What follows belongs to an exercise in optimizing a design on an open flow for small area; a production flow would make more cautious choices.
The RTL was checked by simulation tests, not by an equivalence proof against the original design.

==> flow/design.v (outline; a module is shown in full before it is edited, if it fits) <==
// module DCT_1D: 1377 lines
// module DCT_2D: 1384 lines
// module TPmem_1: 26 lines
// module TPmem_2: 26 lines
// module counter1: 11 lines
// module dct2d_top: 21 lines
module dct2d_top (clk, rst_n, pix_row, coef_row);
  // ...
==> flow/flow/run.sh <==
#!/bin/bash
# Standard layout, with one netlist pass between synthesis and floorplan:
# flow/invpush.py rebuilds full adders in complemented form where that
# removes inverters (a full adder is self-dual).  Registers and the logic
# function are unchanged.
set -euo pipefail
R=orfs/results/${FLOW_PLATFORM}/dct2d_top/base
bash standard.sh synth > synth.log 2>&1
cp "$R/1_2_yosys.v" netlist_synth.v
python3 flow/invpush.py netlist_synth.v "$R/1_2_yosys.v" > invpush.log 2>&1
rm -f "$R/1_synth.odb" "$R/1_synth.sdc"
touch "$R/1_2_yosys.v"
bash standard.sh finish > layout.log 2>&1
==> flow/flow/invpush.py <==
#!/usr/bin/env python3
"""Inverter pushing on a synthesized sky130hd netlist.

A full adder is self-dual: FA(~a, ~b, ~c) = (~cout, ~sum).  So any full
adder may be built "flipped": fed the complements of its inputs, it gives
the complements of its outputs.  This script picks, for every full adder,
whether to flip it so that as few signals as possible need an inverter,
and rewrites the netlist: it removes the old inverters and adds one
inverter per signal whose complement is still needed.  The logic function
and every register are unchanged.

usage: invpush.py IN.v OUT.v
"""
import random
import re
import sys

OUT_PINS = {"X", "Y", "Q", "Q_N", "SUM", "COUT", "HI", "LO"}
INV_RE = re.compile(r"^sky130_fd_sc_hd__(inv|clkinv)_\d+$")
FA_RE = re.compile(r"^sky130_fd_sc_hd__fa_\d+$")

src = open(sys.argv[1]).read()
m = re.search(r"^module\s.*?;\n", src, re.M | re.S)
head_end = m.end()
end = src.rindex("endmodule")
body = re.sub(r"\(\*.*?\*\)", "", src[head_end:end], flags=re.S)

# split the body into statements ending with ';'
stmts = []
i = 0
inst_re = re.compile(r"\s*(sky130_fd_sc_hd__\w+)\s+(\\\S+\s|\S+)\s*\((.*)\)\s*;\s*$", re.S)
pin_re = re.compile(r"\.(\w+)\(\s*(.*?)\s*\)\s*(?:,|$)", re.S)
for st in re.findall(r"[^;]*;", body, re.S):
    mm = inst_re.match(st)
    if mm:
        typ, name, conns = mm.group(1), mm.group(2), mm.group(3)
        pins = []
        for pm in re.finditer(r"\.(\w+)\(((?:\\\S+\s)|[^()]*?)\s*\)", conns):
            pins.append((pm.group(1), pm.group(2).strip() if not pm.group(2).startswith("\\") else pm.group(2)))
        stmts.append(["inst", typ, name, pins])
    else:
        stmts.append(["text", st])
tail = body[len("".join(s[1] if s[0] == "text" else "" for s in stmts)):] if False else ""
rest = body[body.rfind(";") + 1:]


def norm(n):
    n = n.strip()
    return n


insts = [s for s in stmts if s[0] == "inst"]
text_nets = set()
for s in stmts:
    if s[0] == "text" and "assign" in s[1]:
        for tok in re.findall(r"(\\\S+|[A-Za-z_][\w$]*(?:\[\d+\])?)", s[1]):
            text_nets.add(tok)
ports = set(re.findall(r"(?:input|output)\s*(?:\[\d+:\d+\])?\s*(\w+)", src[:head_end] + body))

driver = {}
for k, s in enumerate(insts):
    for p, n in s[3]:
        if p in OUT_PINS:
            driver[norm(n)] = (k, p)


def is_port_net(n):
    base = n.split("[")[0].lstrip("\\").strip()
    return base in ports


def is_inv(k):
    return bool(INV_RE.match(insts[k][1]))


def is_fa(k):
    return bool(FA_RE.match(insts[k][1]))


def pin(k, p):
    for q, n in insts[k][3]:
        if q == p:
            return norm(n)
    return None


# removable inverters: output not a port and not used in text
removable = set()
for k in range(len(insts)):
    if is_inv(k):
        y = pin(k, "Y")
        if y not in text_nets and not is_port_net(y):
            removable.add(k)


def resolve(n):
    """(base net, parity) of net n through removable inverters."""
    par = 0
    seen = 0
    while True:
        d = driver.get(n)
        if d is None or d[0] not in removable:
            return n, par
        n = pin(d[0], "A")
        par ^= 1
        seen += 1
        assert seen < 100


# flippable FAs: their outputs are not ports and not used in text
flippable = []
for k in range(len(insts)):
    if is_fa(k):
        outs = [pin(k, "SUM"), pin(k, "COUT")]
        if all(o is not None and o not in text_nets and not is_port_net(o) for o in outs):
            flippable.append(k)
fidx = {k: j for j, k in enumerate(flippable)}

# consumers: (inst k, pin p) of every kept instance input, requiring (base, parity)
cons = []
for k, s in enumerate(insts):
    if k in removable:
        continue
    for p, n in s[3]:
        if p in OUT_PINS:
            continue
        n = norm(n)
        if n.startswith(("1'", "0'")) or re.match(r"^\d+'", n):
            continue
        b, par = resolve(n)
        cons.append((k, p, b, par))
# text references that are inverter outputs we remove are excluded above,
# so text nets always keep their physical = logical value (their drivers
# are not flipped and not removed)

base_drv_fa = {}
for b in set(c[2] for c in cons):
    d = driver.get(b)
    base_drv_fa[b] = fidx.get(d[0]) if d else None

flip = [0] * len(flippable)


def need_of(c):
    k, p, b, par = c
    fk = fidx.get(k)
    fc = flip[fk] if fk is not None else 0
    fd = base_drv_fa[b]
    fdv = flip[fd] if fd is not None else 0
    return par ^ fc ^ fdv


from collections import defaultdict
cons_of_base = defaultdict(list)
for ci, c in enumerate(cons):
    cons_of_base[c[2]].append(ci)
cons_of_fa = defaultdict(list)   # consumer indices at FA inputs
outs_of_fa = defaultdict(list)   # base nets driven by FA
for ci, c in enumerate(cons):
    if c[0] in fidx:
        cons_of_fa[fidx[c[0]]].append(ci)
for b, fd in base_drv_fa.items():
    if fd is not None:
        outs_of_fa[fd].append(b)

needcnt = defaultdict(int)
for ci, c in enumerate(cons):
    if need_of(c):
        needcnt[c[2]] += 1
cost = sum(1 for b, v in needcnt.items() if v > 0)
print("initial inverters needed:", cost, "removable inverters:", len(removable),
      "flippable FAs:", len(flippable), file=sys.stderr)


def delta_flip(j):
    # nets affected: bases consumed by FA j's inputs, and bases driven by j
    affected = {}
    for ci in cons_of_fa[j]:
        b = cons[ci][2]
        affected.setdefault(b, needcnt[b])
    for b in outs_of_fa[j]:
        affected.setdefault(b, needcnt[b])
    before = sum(1 for b, v in affected.items() if v > 0)
    newcnt = dict(affected)
    # consumer pins of FA j flip their need
    for ci in cons_of_fa[j]:
        b = cons[ci][2]
        newcnt[b] += -1 if need_of(cons[ci]) else 1
    # outputs of j: all consumers flip their need, except those at FA j
    # itself (already counted above; flipping both driver and consumer
    # keeps them unchanged)
    for b in outs_of_fa[j]:
        for ci in cons_of_base[b]:
            if fidx.get(cons[ci][0]) == j:
                # undo the change made above for this pin
                newcnt[b] -= -1 if need_of(cons[ci]) else 1
                continue
            newcnt[b] += -1 if need_of(cons[ci]) else 1
    after = sum(1 for b, v in newcnt.items() if v > 0)
    return after - before, newcnt


random.seed(1)
order = list(range(len(flippable)))
for it in range(20):
    random.shuffle(order)
    improved = 0
    for j in order:
        d, newcnt = delta_flip(j)
        if d < 0 or (d == 0 and random.random() < 0.1):
            flip[j] ^= 1
            for b, v in newcnt.items():
                needcnt[b] = v
            cost += d
            if d < 0:
                improved += 1
    if not improved and it > 5:
        break
# recount exactly
needcnt = defaultdict(int)
for c in cons:
    if need_of(c):
        needcnt[c[2]] += 1
cost = sum(1 for b, v in needcnt.items() if v > 0)
pass

# rewrite
newwires = []
cnt = [0]


def fresh():
    cnt[0] += 1
    w = "_ipush%d_" % cnt[0]
    newwires.append(w)
    return w


# physical net of each base net driven by a flipped FA gets a new name
phys = {}
for j, k in enumerate(flippable):
    if flip[j]:
        for p in ("SUM", "COUT"):
            b = pin(k, p)
            phys[b] = fresh()
inv_of = {}      # physical net -> net carrying its complement
newinvs = []


def complement(pn):
    if pn not in inv_of:
        w = fresh()
        inv_of[pn] = w
        newinvs.append((pn, w))
    return inv_of[pn]


# logical nets of flipped FA outputs that are still needed by name
for ci, c in enumerate(cons):
    k, p, b, par = c
    fk = fidx.get(k)
    fc = flip[fk] if fk is not None else 0
    fd = base_drv_fa[b]
    fdv = flip[fd] if fd is not None else 0
    pn = phys.get(b, b)               # physical net of b (value b ^ fdv)
    want = par ^ fc                   # logical parity wanted at the pin
    net = pn if (want ^ fdv) == 0 else complement(pn)
    c_new = net
    s = insts[k]
    s[3] = [(q, (c_new if (q == p) else n)) for q, n in s[3]]
# flipped FA output pins
for j, k in enumerate(flippable):
    if flip[j]:
        s = insts[k]
        s[3] = [(q, (phys[norm(n)] if q in ("SUM", "COUT") else
                     (n))) for q, n in s[3]]

# text-referenced nets driven by flipped FAs cannot occur (not flippable)


def fmt_net(n):
    n = n if isinstance(n, str) else n
    return n if not n.startswith("\\") else (n if n.endswith(" ") else n + " ")


out = [src[:head_end]]
for w in newwires:
    out.append("  wire %s;\n" % w)
ninv = 0
for s in stmts:
    if s[0] == "text":
        out.append(s[1])
        continue
    k = insts.index(s) if False else None
    out.append(None)
# rebuild instance text in order
res = [src[:head_end]]
for w in newwires:
    res.append("  wire %s;\n" % w)
kk = 0
for s in stmts:
    if s[0] == "text":
        res.append(s[1])
        continue
    k = kk
    kk += 1
    if k in removable:
        continue
    typ, name, pins = s[1], s[2], s[3]
    res.append("\n  %s %s (\n%s\n  );" % (typ, name if name.endswith(" ") or not name.startswith("\\") else name + " ",
                                        ",\n".join("    .%s(%s)" % (p, fmt_net(n)) for p, n in pins)))
for a, y in newinvs:
    ninv += 1
    res.append("\n  sky130_fd_sc_hd__inv_1 _ipinv%d_ (\n    .A(%s),\n    .Y(%s)\n  );" % (ninv, fmt_net(a), y))
res.append(rest)
res.append("\nendmodule\n")
res.append(src[end + len("endmodule"):].lstrip("\n"))
open(sys.argv[2], "w").write("".join(res))
print("removed %d inverters, added %d" % (len(removable), ninv), file=sys.stderr)
==> flow/standard.sh <==
#!/bin/bash
# synth_recipe.tcl (not shown) runs the flow's synth.tcl, then flattens the netlist and writes it again
# the make line also repeats each setting of config.mk as NAME=value (left out here)
make -C /OpenROAD-flow-scripts/flow DESIGN_CONFIG=/design/flow/config.mk WORK_HOME=/design/flow/orfs CLKGATE_MAP_FILE= SYNTH_SCRIPT=/design/flow/synth_recipe.tcl "${@:-finish}"
==> flow/config.mk <==
export PLATFORM = sky130hd
export DESIGN_NAME = dct2d_top
export DESIGN_NICKNAME = dct2d_top
export VERILOG_FILES = /design/flow/design.v
export SDC_FILE = /design/flow/constraint.sdc
export NUM_CORES = 4
export LEC_CHECK = 0
export CAP_MARGIN = 20
export CORE_MARGIN = 2
export CORE_UTILIZATION = 70
export CTS_CLUSTER_DIAMETER = 100
export CTS_CLUSTER_SIZE = 30
export SLEW_MARGIN = 20
==> flow/constraint.sdc <==
create_clock -name core_clock -period 12.0 [get_ports {clk}]
set_input_delay 2.4000 -clock core_clock [delete_from_list [all_inputs] [get_ports {clk}]]
set_output_delay 2.4000 -clock core_clock [all_outputs]
set_load 0.01 [all_outputs]
==> flow_summary.json, run 1 <==
{
  "slowest_stage": "or4_1",
  "grt_max_degree": 73,
  "initial_core_util_pct": 70.5,
  "worst_r2r_endpoint": "TP2.lane[1].q[0]$_DFF_P_",
  "gp_congestion": 0.932,
  "cts.htree.levels": 2,
  "worstReg2RegStart": "cnt.count[1]$_SDFF_PN0_",
  "die_area_um2": 83000,
  "post-route-worst-setup-slack_ps": 489,
  "non_clock_buffers_area_share_pct": 3.06,
  "use_met1_pct": 37.1,
  "critical_path.endpoint_type": "flip-flop",
  "inverters": 570,
  "clock_latency_ps": 670,
  "die_width_um": 288,
  "place_worst_setup_slack_ps": 201,
  "final_layout_size_suffix_gt1_share_pct": 7.33,
  "worst_slew_pin_slew_ps": 1110,
  "fin_util_pct": 76.0,
  "status": "finished clean",
  "most_used_cells_in_the_layout_excluding_fill_and_tap_cells": "dfxtp_1, fa_1, inv_1, ha_1, nand2_1",
  "hold_path_class": "flip-flop to flip-flop"
}
==> run 2, diff against run 1 <==
--- a/flow/flow/run.sh
+++ b/flow/flow/run.sh
@@ -2,5 +2,5 @@
 # Standard layout, with one netlist pass between synthesis and floorplan:
-# flow/invpush.py rebuilds full adders in complemented form where that
-# removes inverters (a full adder is self-dual).  Registers and the logic
-# function are unchanged.
+# flow/invpush.py rebuilds full adders in complemented form, and half adders
+# as XOR/XNOR plus a NAND/NOR-type gate, where that removes inverters.
+# Registers and the logic function are unchanged.
 set -euo pipefail
==> flow/flow/invpush.py (replaced) <==
#!/usr/bin/env python3
"""Inverter pushing on a synthesized sky130hd netlist.

A full adder is self-dual: FA(~a, ~b, ~c) = (~cout, ~sum).  So any full
adder may be built "flipped": fed the complements of its inputs, it gives
the complements of its outputs.  A half adder can take its inputs and give
its outputs in either polarity when it is built from an XOR/XNOR gate and a
two-input AND-type gate (xor2 + nand2 or xor2 + nor2 have the half adder's
own area).  This script chooses the polarity of every full and half
adder's signals so that few inverters are needed (simulated annealing from
fixed seeds), removes the old inverters and adds one per signal whose
complement is still needed.  The logic function and every register stay as
they are.

usage: invpush.py IN.v OUT.v
"""
import math
import random
import re
import sys
from collections import defaultdict

OUT_PINS = {"X", "Y", "Q", "Q_N", "SUM", "COUT", "HI", "LO"}
INV_RE = re.compile(r"^sky130_fd_sc_hd__(inv|clkinv)_\d+$")
FA_RE = re.compile(r"^sky130_fd_sc_hd__fa_\d+$")
HA_RE = re.compile(r"^sky130_fd_sc_hd__ha_1$")
A_INV = 3.7536
A_HA = 12.512
A_X = 8.7584          # xor2 / xnor2
# carry gate of a half adder by (qa, qb, oc): input polarities and output
# polarity (1 = the complement); (cell, area, pin order)
CARRY = {
    (0, 0, 0): ("and2_1", 6.256, ("A", "B")),
    (0, 0, 1): ("nand2_1", 3.7536, ("A", "B")),
    (1, 1, 0): ("nor2_1", 3.7536, ("A", "B")),
    (1, 1, 1): ("or2_1", 6.256, ("A", "B")),
    (1, 0, 0): ("nor2b_1", 6.256, ("A", "B_N")),    # ~a' & b'
    (0, 1, 0): ("nor2b_1", 6.256, ("B_N", "A")),
    (1, 0, 1): ("nand2b_1", 6.256, ("A_N", "B")),   # a' | ~b'
    (0, 1, 1): ("nand2b_1", 6.256, ("B", "A_N")),
}


def ha_cost(qa, qb, hs, hc):
    if qa == 0 and qb == 0 and hs == 0 and hc == 0:
        return A_HA
    return A_X + CARRY[(qa, qb, hc)][1]


src = open(sys.argv[1]).read()
m = re.search(r"^module\s.*?;\n", src, re.M | re.S)
head_end = m.end()
end = src.rindex("endmodule")
body = re.sub(r"\(\*.*?\*\)", "", src[head_end:end], flags=re.S)

stmts = []
inst_re = re.compile(r"\s*(sky130_fd_sc_hd__\w+)\s+(\\\S+\s|\S+)\s*\((.*)\)\s*;\s*$", re.S)
for st in re.findall(r"[^;]*;", body, re.S):
    mm = inst_re.match(st)
    if mm:
        typ, name, conns = mm.group(1), mm.group(2), mm.group(3)
        pins = []
        for pm in re.finditer(r"\.(\w+)\(((?:\\\S+\s)|[^()]*?)\s*\)", conns):
            pins.append((pm.group(1), pm.group(2).strip()))
        stmts.append(["inst", typ, name, pins])
    else:
        stmts.append(["text", st])
rest = body[body.rfind(";") + 1:]
insts = [s for s in stmts if s[0] == "inst"]

text_nets = set()
for s in stmts:
    if s[0] == "text" and "assign" in s[1]:
        for tok in re.findall(r"(\\\S+|[A-Za-z_][\w$]*(?:\[\d+\])?)", s[1]):
            text_nets.add(tok)
ports = set(re.findall(r"(?:input|output)\s*(?:\[\d+:\d+\])?\s*(\w+)", src[:head_end] + body))


def is_port_net(n):
    return n.split("[")[0].lstrip("\\").strip() in ports


def pin(k, p):
    for q, n in insts[k][3]:
        if q == p:
            return n
    return None


driver = {}
for k, s in enumerate(insts):
    for p, n in s[3]:
        if p in OUT_PINS:
            driver[n] = (k, p)

kind = {}
for k, s in enumerate(insts):
    if INV_RE.match(s[1]):
        kind[k] = "inv"
    elif FA_RE.match(s[1]):
        kind[k] = "fa"
    elif HA_RE.match(s[1]):
        kind[k] = "ha"
    else:
        kind[k] = "other"

removable = set()
for k in range(len(insts)):
    if kind[k] == "inv":
        y = pin(k, "Y")
        if y not in text_nets and not is_port_net(y):
            removable.add(k)


def resolve(n):
    par = 0
    while True:
        d = driver.get(n)
        if d is None or d[0] not in removable:
            return n, par
        n = pin(d[0], "A")
        par ^= 1


def free_outputs(k, outs):
    return all(o is not None and o not in text_nets and not is_port_net(o) for o in outs)


# polarity variables: FA k -> one variable for both outputs and its inputs;
# HA k -> one variable per output
var_of_out = {}      # base net -> variable index
vars_ = []           # (kind, inst)
fa_var = {}
for k in range(len(insts)):
    if kind[k] == "fa" and free_outputs(k, [pin(k, "SUM"), pin(k, "COUT")]):
        v = len(vars_)
        vars_.append(("fa", k))
        fa_var[k] = v
        var_of_out[pin(k, "SUM")] = v
        var_of_out[pin(k, "COUT")] = v
ha_vars = {}
for k in range(len(insts)):
    if kind[k] == "ha" and free_outputs(k, [pin(k, "SUM"), pin(k, "COUT")]):
        vs = len(vars_)
        vars_.append(("has", k))
        vc = len(vars_)
        vars_.append(("hac", k))
        ha_vars[k] = (vs, vc)
        var_of_out[pin(k, "SUM")] = vs
        var_of_out[pin(k, "COUT")] = vc
pol = [0] * len(vars_)

# consumer pins
cons = []            # (k, p, base, par)
for k, s in enumerate(insts):
    if k in removable:
        continue
    for p, n in s[3]:
        if p in OUT_PINS:
            continue
        if re.match(r"^\d+'", n):
            continue
        b, par = resolve(n)
        cons.append((k, p, b, par))
cons_of_base = defaultdict(list)
for ci, c in enumerate(cons):
    cons_of_base[c[2]].append(ci)
cons_of_inst = defaultdict(list)
for ci, c in enumerate(cons):
    cons_of_inst[c[0]].append(ci)
outs_of_var = defaultdict(list)
for b, v in var_of_out.items():
    outs_of_var[v].append(b)


def polv(b):
    v = var_of_out.get(b)
    return pol[v] if v is not None else 0


def need(ci):
    """1 if consumer ci (not at a free HA) needs the complement of the
    physical net; None for a free HA pin."""
    k, p, b, par = cons[ci]
    if k in ha_vars:
        return None
    f = pol[fa_var[k]] if k in fa_var else 0
    return par ^ f ^ polv(b)


def q_of(ci):
    k, p, b, par = cons[ci]
    return par ^ polv(b)


def ha_q(k):
    qa = qb = 0
    for ci in cons_of_inst[k]:
        if cons[ci][1] == "A":
            qa = q_of(ci)
        elif cons[ci][1] == "B":
            qb = q_of(ci)
    return qa, qb


def cost_ha(k):
    vs, vc = ha_vars[k]
    qa, qb = ha_q(k)
    return ha_cost(qa, qb, pol[vs], pol[vc])


needcnt = defaultdict(int)
for ci in range(len(cons)):
    if need(ci):
        needcnt[cons[ci][2]] += 1


def total_cost():
    return A_INV * sum(1 for v in needcnt.values() if v > 0) + sum(cost_ha(k) for k in ha_vars)


def affected(v):
    """consumer indices whose need/q changes, and HAs whose cost changes,
    when variable v toggles."""
    kd, k = vars_[v]
    cis = set()
    if kd == "fa":
        cis.update(cons_of_inst[k])
    for b in outs_of_var[v]:
        cis.update(cons_of_base[b])
    has = set(cons[ci][0] for ci in cis if cons[ci][0] in ha_vars)
    if kd in ("has", "hac"):
        has.add(k)
    return cis, has


aff_cache = {}


def delta(v):
    if v not in aff_cache:
        aff_cache[v] = affected(v)
    cis, has = aff_cache[v]
    nets = set(cons[ci][2] for ci in cis)
    before = A_INV * sum(1 for b in nets if needcnt[b] > 0) + sum(cost_ha(k) for k in has)
    old = {ci: need(ci) for ci in cis}
    pol[v] ^= 1
    newcnt = {b: needcnt[b] for b in nets}
    for ci in cis:
        n1 = need(ci)
        if old[ci] is not None and n1 != old[ci]:
            newcnt[cons[ci][2]] += 1 if n1 else -1
    after = A_INV * sum(1 for b in nets if newcnt[b] > 0) + sum(cost_ha(k) for k in has)
    pol[v] ^= 1
    return after - before, newcnt


def apply(v, newcnt):
    pol[v] ^= 1
    for b, c in newcnt.items():
        needcnt[b] = c


init_cost = total_cost()
init_cnt = dict(needcnt)
print("initial cost %.1f um2, removable inverters %d, FAs %d, HAs %d"
      % (init_cost, len(removable), len(fa_var), len(ha_vars)), file=sys.stderr)
gbest, gpol = None, None
for seed in range(1, int(sys.argv[3]) + 1 if len(sys.argv) > 3 else 21):
    random.seed(seed)
    pol = [0] * len(vars_)
    needcnt = defaultdict(int, init_cnt)
    cost = init_cost
    best, bestpol = cost, list(pol)
    order = list(range(len(vars_)))
    T = 8.0
    for it in range(250):
        random.shuffle(order)
        for v in order:
            d, newcnt = delta(v)
            if d < -1e-9 or (T > 0.05 and random.random() < math.exp(-d / T)):
                apply(v, newcnt)
                cost += d
                if cost < best - 1e-9:
                    best, bestpol = cost, list(pol)
        T *= 0.95
    if gbest is None or best < gbest - 1e-9:
        gbest, gpol = best, bestpol
pol = gpol
needcnt = defaultdict(int)
for ci in range(len(cons)):
    if need(ci):
        needcnt[cons[ci][2]] += 1
print("final cost %.1f um2 (inverter nets %d)" % (total_cost(), sum(1 for v in needcnt.values() if v > 0)),
      file=sys.stderr)

# ---- rewrite ----
newwires = []
cnt = [0]


def fresh():
    cnt[0] += 1
    w = "_ipush%d_" % cnt[0]
    newwires.append(w)
    return w


phys = {}
for b, v in var_of_out.items():
    if pol[v]:
        phys[b] = fresh()
inv_of = {}
newinvs = []


def complement(pn):
    if pn not in inv_of:
        w = fresh()
        inv_of[pn] = w
        newinvs.append((pn, w))
    return inv_of[pn]


conn = {}            # (k, pin) -> net
for ci, (k, p, b, par) in enumerate(cons):
    pn = phys.get(b, b)
    if k in ha_vars:
        conn[(k, p)] = pn
    else:
        conn[(k, p)] = complement(pn) if need(ci) else pn
for b in var_of_out:
    k, p = driver[b]
    conn[(k, p)] = phys.get(b, b)

replaced = {}        # HA k -> list of (type, name, pins)
for k, (vs, vc) in ha_vars.items():
    qa, qb = ha_q(k)
    hs, hc = pol[vs], pol[vc]
    if (qa, qb, hs, hc) == (0, 0, 0, 0):
        continue
    a, bb = conn[(k, "A")], conn[(k, "B")]
    s_out, c_out = conn[(k, "SUM")], conn[(k, "COUT")]
    name = insts[k][2].strip()
    base = name[1:] if name.startswith("\\") else name
    sx = "xnor2_1" if (qa ^ qb ^ hs) else "xor2_1"
    cell, _, order = CARRY[(qa, qb, hc)]
    cpins = {order[0]: a, order[1]: bb}
    replaced[k] = [
        ("sky130_fd_sc_hd__" + sx, "\\%s_s " % base, [("A", a), ("B", bb), ("X" if sx == "xor2_1" else "Y", s_out)]),
        ("sky130_fd_sc_hd__" + cell, "\\%s_c " % base,
         [(pn, cpins[pn]) for pn in sorted(cpins)] + [("X" if cell in ("and2_1", "or2_1") else "Y", c_out)]),
    ]


def fmt(n):
    return n + " " if n.startswith("\\") and not n.endswith(" ") else n


def inst_text(typ, name, pins):
    name = name if name.endswith(" ") or not name.startswith("\\") else name + " "
    return "\n  %s %s (\n%s\n  );" % (typ, name, ",\n".join("    .%s(%s)" % (p, fmt(n)) for p, n in pins))


res = [src[:head_end]]
for w in newwires:
    res.append("  wire %s;\n" % w)
k = -1
for s in stmts:
    if s[0] == "text":
        res.append(s[1])
        continue
    k += 1
    if k in removable:
        continue
    if k in replaced:
        for typ, name, pins in replaced[k]:
            res.append(inst_text(typ, name, pins))
        continue
    pins = [(p, conn.get((k, p), n)) for p, n in s[3]]
    res.append(inst_text(s[1], s[2], pins))
for i, (a, y) in enumerate(newinvs):
    res.append(inst_text("sky130_fd_sc_hd__inv_1", "_ipinv%d_" % (i + 1), [("A", a), ("Y", y)]))
res.append(rest)
res.append("\nendmodule\n")
res.append(src[end + len("endmodule"):].lstrip("\n"))
open(sys.argv[2], "w").write("".join(res))
print("removed %d inverters, added %d; %d half adders rebuilt" % (len(removable), len(newinvs), len(replaced)),
      file=sys.stderr)
==> run 2 against run 1 <==
  * Global-route usage is 1.8 points higher
  * Highest routed layer unchanged
  * Still clean
  * Maximum frequency is 0.19% higher
  * Non-clock buffer count is 19 higher
  * Critical path depth is 1 lower
==> flow_summary.json, run 2 <==
{
  "gp_congestion": 0.962,
  "worst_slew_pin_slew_ps": 1130,
  "postSynthCellCount": 3826,
  "worstPathMaxFanout": 17,
  "die_area_um2": 80100,
  "cts_hold_buffers": 0,
  "numPlacedInstances": 4984,
  "status": "finished clean",
  "dpl.hpwl_um": 95600,
  "relSlewSlack_pct": 24.2,
  "avgRoutedWirePerCell_um": 24.0,
  "core_area_um2": 77200,
  "setup_viol": 0,
  "top_regs": "TP1.lane.q (651), TP2.lane.q (612), pix_q (64)",
  "hold_violations": 0,
  "mappedNetlistArea_um2": 54500,
  "numClockSinks": 1330,
  "clkTransAtPathRegs_ps": 110,
  "cpMostUsedCell": "fa_1",
  "final_area_um2": 58900,
  "nFillCells": 4717,
  "grt_pass1_wl_um": 189000,
  "finalCriticalPeriod_ps": 11490,
  "fin_cells": 5057,
  "cts_tree": "yes",
  "initial_core_util_pct": 70.6,
  "route.met3.wl_um": 5600,
  "number_of_placement_rows": 102,
  "slew_violations": 0,
  "detailroute.via_count": 28700,
  "achievable-frequency_ghz": 0.0870,
  "drv.max_cap_violation_count": 0,
  "buffer_ports.inserted": 137,
  "timing.setup.critical_path_class": "flip-flop to flip-flop",
  "final.period_utilization_pct": 95.7,
  "hold_path_class": "flip-flop to flip-flop",
  "clock_latency_ps": 650,
  "detail_route.first_pass.iterations": 8,
  "layout-area-overhead-vs-synth_pct": 8.14,
  "most_used_cells_in_the_layout_excluding_fill_and_tap_cells": "dfxtp_1, fa_1, inv_1, nand2_1, xnor2_1",
  "wirelength_met1_um": 43400,
  "rsz_0062_raised_after_global_routing": "no",
  "length_in_cells_of_the_worst_reg_to_reg_path": 32,
  "synthesis.area_per_instance_um2": 14.2,
  "final_net_count": 4962,
  "floorplan.die.height_um": 283,
  "clk_root_buffer_cell": "clkbuf_16",
  "cp.required_ps": 12510,
  "synthesis.yosys.warnings": 5,
  "max-clock-path-buffers": 3,
  "critical_path.endpoint_type": "flip-flop",
  "cts_made_buffers": 52,
  "drtAntennaViolNets": 0,
  "largest_reg_flops": 651,
  "final_layout_size_suffix_gt1_share_pct": 8.05,
  "post_dp_cell_area_um2": 57400,
  "die_width_um": 283,
  "cp_data_arrival_time_ps": 12000,
  "slowest_delay_ps": 680,
  "grt_max_degree": 73,
  "largest_register": "TP1.lane.q",
  "holdPathStages": 0,
  "leading_cell_type_in_the_layout_fill_and_taps_excluded": "dfxtp_1",
  "slowest_stage": "fa_1",
  "clock-skew-final_ps": 28.6,
  "wirelength_um": 122000,
  "number_of_antenna_violations_at_the_first_check_in_global_routing": 4,
  "post_detailed_route_via_to_cell_ratio": 5.68,
  "cts.htree.levels": 2,
  "overflow": 0,
  "num_io_pins": 162,
  "fin_util_pct": 76.3,
  "drt-initial-drc-count": 1950,
  "worstSetupStartpointType": "flip-flop",
  "topRoutingLayerUsed": "met5",
  "grt_pass1_vias": 32700,
  "setup-tns-final_ps": 0,
  "drcViolationCount": 0,
  "track_usage_pct": 31.3,
  "wl_met2_um": 64600
}
run 2: area by class of cell:
class | count | area (um^2) | share of cell area, %
multi-input combinational | 2169 | 26600 | 45.2
clock buffer | 54 | 1320 | 2.24
antenna | 3 | 7.51 | 0.0127
clock inverter | 8 | 146 | 0.248
tap | 1040 | 1300 | 2.21
inverter | 235 | 882 | 1.50
timing repair buffer | 218 | 2000 | 3.39
sequential | 1330 | 26600 | 45.2
run 2: worst paths after layout:
path	startpoint	to	slack [ps]
min reg2reg	TP1.lane[4].q[40]$_DFF_P_	TP1.lane[4].q[47]$_DFF_P_	330
max	cnt.count[0]$_SDFF_PN1_	TP2.lane[0].q[4]$_DFF_P_	510
min	TP1.lane[4].q[40]$_DFF_P_	TP1.lane[4].q[47]$_DFF_P_	330
max reg2reg	cnt.count[0]$_SDFF_PN1_	TP2.lane[0].q[4]$_DFF_P_	510
run 2: critical path: cells and delay by family, from the launching register on:
kind / cells / cell delay [ps]
flip-flops: 1 / 540
adder cells (fa/ha/maj): 20 / 8520
buffers and inverters: 4 / 390
AO/OA/AOI/OAI: 3 / 700
AND/OR/NAND/NOR: 5 / 1180
run 2: what timing repair did:
action	in CTS	in global routing
buffers inserted	0	8
hold endpoints to repair	0	0
resized for setup	0	4
endpoints found under the setup margin	0	9
run 2: routing by layer:
layer / vias to the layer above / track usage (%)
met1: 14900 / 35.9
met3: 327 / 3.85
met2: 990 / 57.1
met4: 2 / 17.1
met5: - / 0
li1: 12600 / -
run 2: per-stage QoR:
step	hold WS, ps	setup slack (ps)
after global routing	328	40.9
after CTS	327	144
final	326	511
after global placement	310	489
after detailed placement	312	175
after floorplan	310	522
==> module counter1, before the edit <==
module counter1(count,clk,reset);
  input clk,reset;
  output reg [2:0]count;
  always @(posedge clk)
  begin
    if(~reset)
      count <= 3'd1;
    else
      count <= count + 1'b1;
  end
endmodule
==> module dct2d_top, before the edit <==
module dct2d_top (clk, rst_n, pix_row, coef_row);
  input clk, rst_n;
  input  [63:0] pix_row;
  output [95:0] coef_row;
  wire [2:0]  ph;           
  wire [41:0] DCT1_out;
  wire [63:0] DCT2_in;
  wire [95:0] DCT2_out;
  wire [71:0] TP2_out;
  counter1 cnt(ph, clk, rst_n);
  wire [7:0] col_sel = 8'b1 << ph;                  
  wire [7:0] row_sel = 8'b1 << (ph + 3'd2);         
  reg [63:0] pix_q;        
  always @(posedge clk)
    pix_q <= pix_row;
  DCT_1D DCT1(pix_q, DCT1_out);
  TPmem_1 #(.D(13)) TP1(.i_clk(clk), .i_sel(col_sel), .i_data(DCT1_out), .o_data(DCT2_in));
  DCT_2D DCT2(DCT2_in, DCT2_out, col_sel[0], col_sel[1]);
  TPmem_2 TP2(.i_clk(clk), .i_sel(row_sel), .i_data(DCT2_out[95:24]), .o_data(TP2_out));
  assign coef_row = {TP2_out, 24'b0};
endmodule
==> run 3, diff against run 2 <==
--- a/flow/design.v
+++ b/flow/design.v
@@ -2815,3 +2815,3 @@
   input clk,reset;
-  output reg [2:0]count;
+  output reg [7:0]count;
   always @(posedge clk)
@@ -2819,5 +2819,5 @@
     if(~reset)
-      count <= 3'd1;
+      count <= 8'b0000_0010;
     else
-      count <= count + 1'b1;
+      count <= {count[6:0], count[7]};
   end
@@ -2828,3 +2828,3 @@
   output [95:0] coef_row;
-  wire [2:0]  ph;           
+  wire [7:0]  ph;           
   wire [41:0] DCT1_out;
@@ -2834,4 +2834,4 @@
   counter1 cnt(ph, clk, rst_n);
-  wire [7:0] col_sel = 8'b1 << ph;                  
-  wire [7:0] row_sel = 8'b1 << (ph + 3'd2);         
+  wire [7:0] col_sel = ph;                          
+  wire [7:0] row_sel = {ph[5:0], ph[7:6]};          
   reg [63:0] pix_q;        
==> run 3 against run 2 <==
  * Maximum frequency shrank 0.17%
  * Count of clock-buffer cells in the layout grew 3
  * Largest cell class is now sequential cells
==> flow_summary.json, run 3 <==
{
  "status": "finished clean",
  "worstReg2RegStart": "cnt.count[0]$_SDFF_PN0_",
  "holdCritStartpoint": "TP1.lane[3].q[49]$_DFF_P_",
  "final_layout_size_suffix_gt1_share_pct": 3.66,
  "hold_violations": 0,
  "slowest_stage": "dfxtp_4",
  "cts_made_buffers": 55,
  "timing.setup.critical_path_class": "flip-flop to flip-flop",
  "numClockSinks": 1335,
  "postSynthCellCount": 3717,
  "initial_core_util_pct": 70.6,
  "nFillCells": 4735,
  "die_area_um2": 78700,
  "max-clock-path-buffers": 3,
  "clk_root_buffer_cell": "clkbuf_16",
  "hold_path_class": "flip-flop to flip-flop",
  "achievable-frequency_ghz": 0.0869,
  "detail_route.first_pass.iterations": 5,
  "grt_max_degree": 79,
  "number_of_antenna_violations_at_the_first_check_in_global_routing": 1,
  "relSlewSlack_pct": 31.7,
  "cts_hold_buffers": 0,
  "clock_latency_ps": 670,
  "layout-area-overhead-vs-synth_pct": 7.82,
  "post_cts_resize_count": 0,
  "drtAntennaViolNets": 0,
  "crit_path_start": "cnt.count[0]$_SDFF_PN0_",
  "slowest_delay_ps": 670,
  "detailroute.via_count": 27600,
  "die_width_um": 280,
  "drcViolationCount": 0,
  "synthesis.yosys.warnings": 5,
  "num_io_pins": 162,
  "final.period_utilization_pct": 95.9,
  "grt_pass1_vias": 30700,
  "worstSetupStartpointType": "flip-flop",
  "largest_register": "TP1.lane.q",
  "gp_congestion": 0.934,
  "cts_tree": "yes",
  "cp_data_arrival_time_ps": 12100,
  "cts.htree.levels": 2,
  "buffer_ports.inserted": 137,
  "worst-r2r-setup-slack_ps": 490,
  "floorplan.die.height_um": 280,
  "post_detailed_route_via_to_cell_ratio": 5.68,
  "avgRoutedWirePerCell_um": 23.0,
  "largest_reg_flops": 651,
  "clock-skew-final_ps": 28.3,
  "overflow": 0,
  "finalCriticalPeriod_ps": 11510,
  "drt-initial-drc-count": 1833,
  "cp.required_ps": 12590,
  "track_usage_pct": 29.8,
  "grt_pass1_wl_um": 175000,
  "most_used_cells_in_the_layout_excluding_fill_and_tap_cells": "dfxtp_1, fa_1, a22oi_1, inv_1, xnor2_1",
  "length_in_cells_of_the_worst_reg_to_reg_path": 28,
  "dpl.hpwl_um": 87800,
  "worstPathMaxFanout": 40,
  "worst_slew_pin_slew_ps": 1020,
  "setup_viol": 0,
  "final_net_count": 4836,
  "leading_cell_type_in_the_layout_fill_and_taps_excluded": "dfxtp_1",
  "wirelength_um": 112000,
  "setup-tns-final_ps": 0,
  "post_cts.repair.setup_buffers": 0,
  "critical_path.endpoint_type": "flip-flop",
  "top_regs": "TP1.lane.q (651), TP2.lane.q (612), pix_q (64)",
  "cpMostUsedCell": "fa_1",
  "synthesis.area_per_instance_um2": 14.4,
  "clkTransAtPathRegs_ps": 110,
  "number_of_placement_rows": 101,
  "hold-worst-slack_ps": 314,
  "drv.max_cap_violation_count": 0,
  "core_area_um2": 75800,
  "slew_violations": 0,
  "mappedNetlistArea_um2": 53500,
  "rsz_0062_raised_after_global_routing": "no",
  "worst_r2r_endpoint": "TP2.lane[1].q[7]$_DFF_P_",
  "crit_path_end": "TP2.lane[1].q[7]$_DFF_P_"
}
## run 3: worst min path at each step
stage | to | slack [ps] | depth (start not counted)
floorplan | TP1.lane[0].q[10]$_DFF_P_ | 310 | 0
global placement | TP1.lane[2].q[53]$_DFF_P_ | 310 | 0
detailed placement | TP2.lane[4].q[57]$_DFF_P_ | 310 | 0
CTS | TP1.lane[3].q[11]$_DFF_P_ | 320 | 0
global route | TP1.lane[3].q[56]$_DFF_P_ | 320 | 0
finish | TP1.lane[3].q[56]$_DFF_P_ | 310 | 0
## run 3: area by class of cell
type | instances | area (um^2) | area share [%]
Antenna cell | 3 | 7.51 | 0.0130
Clock buffer | 57 | 1380 | 2.40
Clock inverter | 12 | 223 | 0.386
Inverter | 231 | 867 | 1.50
Multi-Input combinational cell | 2056 | 25500 | 44.1
Sequential cell | 1335 | 26700 | 46.4
Tap cell | 978 | 1220 | 2.12
Timing Repair Buffer | 192 | 1780 | 3.09
## run 3: layer usage
metal	track usage, %	share of wire (%)	up-vias
li1	-	-	12300
met1	35.5	37	14300
met2	55.0	54	800
met3	3.66	4.7	217
met4	11.8	4.7	0
met5	0	0	-
## run 3: worst max-delay path: cells and delay by family, from the launching register on
kind | cells | cell delay (ps)
and+or+nand+nor | 3 | 880
adders and majority gates | 19 | 8060
buffers and inverters | 2 | 720
DFF | 1 | 670
xor gates and xnor gates | 2 | 570
AOI/OAI and AO/OA | 2 | 510
## run 3: metrics by stage
step	util, %	instance area [um^2]	worst slack [ps]	instances
3_3_place_gp	74.0	56100	833	4792
2_1_floorplan	-	53600	1190	3740
4_1_cts	76.1	57700	485	4861
6_report	76.1	57700	491	4864
3_5_place_dp	74.0	56100	502	4792
5_1_grt	76.1	57700	39.7	4861

separate check: timing with driven ports:
How much do the figures lean on ideal ports? The routed layouts below were timed once more, with nothing changed but the port constraints.
Step 1: set_driving_cell puts a clkbuf_16 on clk and a buf_2 on each other input, an assumption about the parent block.
Step 2 times the ports against the registers' clock, not the clock port: input delays grow and output delays shrink by t, the midpoint of the rising clock arrivals with the driver on.
Slacks: no drivers / after step 1 / after step 2; pairs: no drivers / after step 1.
run | t (ns) | setup WS [ns] | worst register clock-pin slew, ns | cell pins on the clock port's net
run 1 | 0.713 | 0.489 / 0.489 / 0.489 | 0.11 / 0.11 | 1
run 2 | 0.710 | 0.511 / 0.511 / 0.511 | 0.11 / 0.11 | 1
run 3 | 0.724 | 0.491 / 0.491 / 0.491 | 0.11 / 0.11 | 1
After both steps setup and hold are still met in every run listed.
